Background: an optimization exercise with open tools, aiming at small area. Do not read the settings as production practice.
Function was checked by simulation only, so behaviour that the tests miss may differ from the original.
No driver is modelled on the clock port, so clock power and skew are understated where the tree is cut down; a real chip needs a root buffer or a tree.
Power and IR drop assume default switching activity.

==> flow/design.v <==
module uart(
    input           rst_n,
    input           clk,
    input   [7:0]   AB,
    input   [7:0]   DB_i,
    output  [7:0]   DB_o,
    output          DB_oe,
    input           RxD_i,
    output          RxD_o,
    output          RxD_oe,
    input           rd,
    input           wr,
    output          TxD,
    output          Intuart
    );
    localparam [3:0] S_IDLE  = 4'b0000,
                     S_START = 4'b0001,
                     S_CRC   = 4'b0010,
                     S_STOP  = 4'b0100,
                     S_D0    = 4'b1000;
    reg  [7:0]  thB, tlB;        
    reg  [15:0] cnt;             
    reg  [7:0]  SCON;
    reg  [7:0]  TBUF;
    reg  [7:0]  RBUF;
    reg  [7:0]  Rshift;
    reg         TEN;
    reg  [3:0]  ts;              
    reg  [3:0]  tb;              
    reg         TI;
    reg         Rvalid;
    reg  [3:0]  rs;              
    reg  [3:0]  rb;              
    reg  [2:0]  dc;              
    reg         RI;
    wire        sel   = AB[7:4] == 4'b1001;
    wire        we    = !wr && sel;
    wire        we_tl = we && AB[3:0] == 4'b0110;
    wire        we_th = we && AB[3:0] == 4'b0111;
    wire        we_sb = we && AB[3:0] == 4'b1000;
    wire        we_sc = we && AB[3:0] == 4'b1001;
    wire [1:0]  SM   = SCON[7:6];
    wire        SM0  = SM == 2'b00;
    wire        SM2  = SCON[5];
    wire        REN  = SCON[4];
    wire        TB8  = SCON[3];
    wire        SRI  = SCON[0];
    wire        TC     = &cnt;
    wire        EN     = TEN || REN;
    wire [15:0] reload = SM0 ? 16'hFFFA : {thB, tlB};
    always @(posedge clk)
        if (!rst_n) begin
            thB <= 8'b0;
            tlB <= 8'b0;
        end else begin
            if (we_th) thB <= DB_i;
            if (we_tl) tlB <= DB_i;
        end
    always @(posedge clk)
        if (!EN || TC) cnt <= reload;
        else           cnt <= cnt + 1'b1;
    wire        t_idle  = ts == S_IDLE;
    wire        t_data  = ts[3];
    wire        t_start = !ts[3] && ts[0];
    wire        t_crc   = !ts[3] && ts[1];
    wire        t_stop  = !ts[3] && ts[2];
    wire        t_dend  = ts == 4'b1111;
    wire        Tbaud   = tb == 4'd15 && TC;
    wire        T7      = tb == 4'd7  && TC;
    wire        T8      = tb == 4'd8  && TC;
    reg  [3:0]  ts_next;
    always @(*) begin
        ts_next = S_IDLE;
        if (t_data) begin
            if (!t_dend)       ts_next = ts + 1'b1;
            else if (SM0)      ts_next = S_IDLE;
            else if (!SM[1])   ts_next = S_STOP;
            else               ts_next = S_CRC;
        end else if (t_idle) begin
            if (!TEN)          ts_next = S_IDLE;
            else if (!SM0)     ts_next = S_START;
            else if (REN && SRI) ts_next = S_IDLE;
            else               ts_next = S_D0;
        end else if (t_start)
            ts_next = S_D0;
        else if (t_crc)
            ts_next = S_STOP;
    end
    always @(posedge clk)
        if (!rst_n)
            ts <= S_IDLE;
        else if (Tbaud)
            ts <= ts_next;
    always @(posedge clk)
        if (!rst_n)
            TEN <= 1'b0;
        else if (we_sb || (SM0 && REN))
            TEN <= 1'b1;
        else if (Tbaud && (t_stop || (t_dend && SM0)))
            TEN <= 1'b0;
    always @(posedge clk)
        if (!rst_n)
            TBUF <= 8'b0;
        else if (t_data) begin
            if (SM0 ? T8 : Tbaud)
                TBUF <= TBUF >> 1;
        end else if (we_sb)
            TBUF <= DB_i;
    always @(posedge clk)
        if (!TEN)    tb <= 4'd0;
        else if (TC) tb <= tb + 1'b1;
    always @(posedge clk)
        if (SM == 2'b10)      TI <= t_crc && Tbaud;
        else if (SM0 && REN)  TI <= 1'b0;
        else                  TI <= t_dend && Tbaud;
    assign TxD = t_data ? (SM0 ? tb[3] : TBUF[0]) :
                 t_crc  ? TB8 :
                 !t_start;
    wire        r_idle  = rs == S_IDLE;
    wire        r_data  = rs[3];
    wire        r_start = !rs[3] && rs[0];
    wire        r_crc   = !rs[3] && rs[1];
    wire        r_stop  = !rs[3] && rs[2];
    wire        r_dend  = rs == 4'b1111;
    wire        Rbaud   = SM0 ? T7 : (rb == 4'd15 && TC);
    wire        R789    = (rb == 4'd7 || rb == 4'd8 || rb == 4'd9) && TC;
    wire        Rxdin   = (dc[0] & dc[1]) | (dc[0] & dc[2]) | (dc[1] & dc[2]);
    wire        judge   = (Rxdin || !SM2) && !SRI;
    reg  [3:0]  rs_next;
    always @(*) begin
        rs_next = S_IDLE;
        if (r_data) begin
            if (!r_dend)       rs_next = rs + 1'b1;
            else if (!SM[1])   rs_next = S_STOP;
            else               rs_next = S_CRC;
        end else if (r_idle) begin
            if (!REN)          rs_next = S_IDLE;
            else if (SM0)      rs_next = SRI ? S_IDLE : S_D0;
            else               rs_next = Rvalid ? S_START : S_IDLE;
        end else if (r_start)
            rs_next = Rxdin ? S_IDLE : S_D0;
        else if (r_crc)
            rs_next = judge ? S_STOP : S_IDLE;
    end
    always @(posedge clk)
        if (!rst_n)
            rs <= S_IDLE;
        else if (Rbaud)
            rs <= rs_next;
    always @(posedge clk)
        if (!rst_n)
            Rvalid <= 1'b0;
        else if (SM0)
            Rvalid <= REN;
        else if (r_idle) begin
            if (REN) Rvalid <= !RxD_i;
        end else if (r_start) begin
            if (Rbaud) Rvalid <= !Rxdin;
        end else if (r_crc || (r_stop && SM == 2'b01)) begin
            if (Rbaud) Rvalid <= judge;
        end
    always @(posedge clk)
        if (!REN || !Rvalid) rb <= 4'b1111;
        else if (TC)         rb <= rb + 1'b1;
    always @(posedge clk)
        if (!REN)      dc <= 3'b111;
        else if (R789) dc <= {dc[1:0], RxD_i};
    always @(posedge clk)
        if (r_data && Rbaud)
            Rshift <= {Rxdin, Rshift[7:1]};
    always @(posedge clk)
        if (!rst_n)
            RBUF <= 8'b0;
        else if (r_stop && Rbaud && (SM != 2'b01 || judge))
            RBUF <= Rshift;
    always @(posedge clk)
        RI <= r_stop && Rbaud;
    always @(posedge clk)
        if (!rst_n)
            SCON <= 8'b0;
        else if (we_sc)
            SCON <= DB_i;
        else begin
            if (TI) SCON[1] <= 1'b1;
            if (RI) SCON[0] <= 1'b1;
            if (r_crc && judge && Rbaud) SCON[2] <= Rxdin;
        end
    assign DB_oe   = !rd && sel && (AB[3:1] == 3'b011 || AB[3:1] == 3'b100);
    assign DB_o    = AB[3] ? (AB[0] ? SCON : RBUF) : (AB[0] ? thB : tlB);
    assign Intuart = SCON[1] || SCON[0];
    assign RxD_oe  = !REN && TEN && SM0;
    assign RxD_o   = TBUF[0];
endmodule
Settings: LEC_CHECK=0, CAP_MARGIN=20, CORE_MARGIN=2, CORE_UTILIZATION=80, GPL_TIMING_DRIVEN=0, PLACE_DENSITY=0.9, SLEW_MARGIN=20; clock period 5.0 ns.
standard.sh (not shown) runs the stock make flow with config.mk's settings and CLKGATE_MAP_FILE= SYNTH_SCRIPT=/design/flow/synth_recipe.tcl, a recipe that flattens the netlist after the stock synthesis.
==> flow/flow/run.sh <==
#!/bin/bash
# Layout flow: the standard flow (standard.sh) with
#  - synthesis: adders left to abc, and abc given an area-oriented script (flow/area.abc);
#    registers are mapped exactly as in the standard synthesis
#  - minimum-size buffers on the ports
#  - clock tree without dummy loads, larger sink clusters
# make's output goes to flow_make.log; each tool's log is under orfs/logs.
set -euo pipefail
W=$(pwd)
export MY_ABC_SCRIPT=$W/flow/area.abc
bash standard.sh SYNTH_SCRIPT=$W/flow/synth.tcl ADDER_MAP_FILE= \
  "BUFFER_PORTS_ARGS=-buffer_cell sky130_fd_sc_hd__buf_1" \
  "CTS_ARGS=-sink_clustering_enable -repair_clock_nets -dont_use_dummy_load -sink_clustering_size 30 -buf_list sky130_fd_sc_hd__clkbuf_8" \
  finish > $W/flow_make.log 2>&1
==> flow/flow/area.abc <==
strash
dc2
dch
amap
topo
==> flow/flow/synth.tcl <==
# The standard synthesis script, with abc given the area-oriented script in MY_ABC_SCRIPT
proc synth {args} { yosys synth -nofsm -noshare {*}$args }
proc abc {args} {
  set i [lsearch -exact $args -script]
  if { $i >= 0 && [info exists ::env(MY_ABC_SCRIPT)] } {
    lset args [expr { $i + 1 }] $::env(MY_ABC_SCRIPT)
  }
  yosys abc {*}$args
}
source $::env(SCRIPTS_DIR)/synth.tcl
# left out here: clear keep_hierarchy, flatten, clean up, hide names made inside functions, write 1_2_yosys.v
Edit:
--- a/flow/config.mk
+++ b/flow/config.mk
@@ -10 +10 @@
-export CORE_UTILIZATION = 80
+export CORE_UTILIZATION = 65
@@ -12 +11,0 @@
-export PLACE_DENSITY = 0.9
Outcome: The new run passed the timing, design-rule and antenna checks. Global-route usage fell by 9.5 points. First-iteration DRC count came out lower by 56%. Clock-buffer cell count stays the same. Clock skew stays flat. Sequential share of layout area drops by 0.28 points. Routed wire length went down by 10%. Synthesized cell count stays the same.

========
uart, a different RTL version from the one above (not shown whole).
Size: ~430 cells after synthesis, ~85 flip-flops, ~34 I/O pins.
export LEC_CHECK = 0
export CAP_MARGIN = 20
export CORE_MARGIN = 2
export CORE_UTILIZATION = 65
export GPL_TIMING_DRIVEN = 0
export SLEW_MARGIN = 20
create_clock -name core_clock -period 5.0 [get_ports {clk}]
==> flow/flow/run.sh <==
#!/bin/bash
# Layout flow: the standard flow (standard.sh) with
#  - synthesis: adders left to abc, and abc given an area-oriented script (flow/area.abc:
#    deepsyn, area mapping, then sizing to a delay target); registers are mapped exactly
#    as in the standard synthesis
#  - minimum-size buffers on the ports
#  - a one-level clock tree of four buffers (flow/cts_manual.tcl) in place of the H-tree
# make's output goes to flow_make.log; each tool's log is under orfs/logs.
set -euo pipefail
W=$(pwd)
export MY_ABC_SCRIPT=$W/flow/area.abc
export CTS_MANUAL_SPLIT=0.66
export CTS_MANUAL_BIG=sky130_fd_sc_hd__clkbuf_16
export CTS_MANUAL_SMALL=sky130_fd_sc_hd__clkbuf_8
bash standard.sh SYNTH_SCRIPT=$W/flow/synth.tcl ADDER_MAP_FILE= \
  "BUFFER_PORTS_ARGS=-buffer_cell sky130_fd_sc_hd__buf_1" \
  PRE_CTS_TCL=$W/flow/cts_manual.tcl \
  finish > $W/flow_make.log 2>&1
==> flow/flow/cts_manual.tcl <==
# Sourced before CTS (PRE_CTS_TCL): replaces clock_tree_synthesis with a one-level tree
# of four clock buffers, each driven by the clock port. The flip-flops are split by
# position (halving along the longer side of each group's bounding box): first into a
# larger part (fraction CTS_MANUAL_SPLIT of them) and a smaller one, then each part in
# two. The two groups of the larger part get CTS_MANUAL_BIG buffers, the other two
# CTS_MANUAL_SMALL ones; each buffer starts at its group's centroid.
proc cts_manual_bisect { g frac } {
  set xs [lmap s $g { lindex $s 1 }]
  set ys [lmap s $g { lindex $s 2 }]
  set dx [expr { [tcl::mathfunc::max {*}$xs] - [tcl::mathfunc::min {*}$xs] }]
  set dy [expr { [tcl::mathfunc::max {*}$ys] - [tcl::mathfunc::min {*}$ys] }]
  set k [expr { $dx > $dy ? 1 : 2 }]
  set g [lsort -integer -index $k $g]
  set h [expr { int(round([llength $g] * $frac)) }]
  return [list [lrange $g 0 [expr { $h - 1 }]] [lrange $g $h end]]
}

proc clock_tree_synthesis { args } {
  set block [ord::get_db_block]
  set clknet [[$block findBTerm clk] getNet]
  set sinks {}
  foreach it [$clknet getITerms] {
    set inst [$it getInst]
    lassign [$inst getLocation] x y
    lappend sinks [list $it $x $y]
  }
  lassign [cts_manual_bisect $sinks $::env(CTS_MANUAL_SPLIT)] big small
  lassign [cts_manual_bisect $big 0.5] g0 g1
  lassign [cts_manual_bisect $small 0.5] g2 g3
  set n 0
  foreach g [list $g0 $g1 $g2 $g3] \
    m [list $::env(CTS_MANUAL_BIG) $::env(CTS_MANUAL_BIG) \
         $::env(CTS_MANUAL_SMALL) $::env(CTS_MANUAL_SMALL)] {
    set master [[ord::get_db] findMaster $m]
    set sx 0
    set sy 0
    foreach s $g {
      set sx [expr { $sx + [lindex $s 1] }]
      set sy [expr { $sy + [lindex $s 2] }]
    }
    set cx [expr { $sx / [llength $g] }]
    set cy [expr { $sy / [llength $g] }]
    set inst [odb::dbInst_create $block $master "clkbuf_leaf_$n"]
    set net [odb::dbNet_create $block "clknet_leaf_$n"]
    $net setSigType CLOCK
    foreach s $g {
      set it [lindex $s 0]
      $it disconnect
      $it connect $net
    }
    [$inst findITerm A] connect $clknet
    [$inst findITerm X] connect $net
    $inst setLocation $cx $cy
    $inst setPlacementStatus PLACED
    puts "clock_tree_synthesis (manual): buffer $n, $m, [llength $g] sinks"
    incr n
  }
  $clknet setSigType CLOCK
}
Scripts as last shown in full above: flow/flow/synth.tcl
Other scripts of this flow, unchanged in this note and not shown: flow/flow/area.abc
The baseline produced a clean layout.
Change:
--- a/flow/flow/run.sh
+++ b/flow/flow/run.sh
@@ -11,5 +11,5 @@
 export MY_ABC_SCRIPT=$W/flow/area.abc
-export CTS_MANUAL_SPLIT=0.66
+export CTS_MANUAL_SPLIT=0.76
 export CTS_MANUAL_BIG=sky130_fd_sc_hd__clkbuf_16
-export CTS_MANUAL_SMALL=sky130_fd_sc_hd__clkbuf_8
+export CTS_MANUAL_SMALL=sky130_fd_sc_hd__clkbuf_4
 bash standard.sh SYNTH_SCRIPT=$W/flow/synth.tcl ADDER_MAP_FILE= \
- hold slack hardly moves
- total power drops by 1.2%
- synthesized cell count does not change
- die area does not change
- worst setup slack improves by 0.0090 ns
- fmax barely changes
- first-iteration DRC count drops by 26%
- clock power decreases by about 5%
- core utilization is lower by 0.24 points
In every run of this note, the design's own scripts or RTL, not TritonCTS, make the clock network.

port drivers added, routing unchanged:
No port has a modelled driver above. Below, the same layouts with a new extraction and two added sets of constraints.
Step 1, drivers: a clkbuf_16 drives clk and a buf_2 each remaining input, both assumed.
Step 2 times the ports against the registers' clock, not the clock port: input delays grow and output delays shrink by t, the midpoint of the rising clock arrivals with the driver on.
a / b / c = no drivers / after step 1 / after step 2; a / b = the first two.
| run | t (ns) | setup WS [ns] | clock arrival spread, ns | worst slew at a driven data input, ns |
|---|---|---|---|---|
| the first run of note 1 | 0.386 | 0.431 / 0.431 / 0.431 | 0.016 / 0.017 | 0.04 |
| the second run of note 1 | 0.373 | 0.700 / 0.700 / 0.700 | 0.016 / 0.017 | 0.03 |
| the first run of note 2 | 0.222 | 0.714 / 0.715 / 0.715 | 0.015 / 0.014 | 0.03 |
| the second run of note 2 | 0.233 | 0.723 / 0.724 / 0.724 | 0.008 / 0.008 | 0.03 |
After both steps every run listed still meets setup and hold.
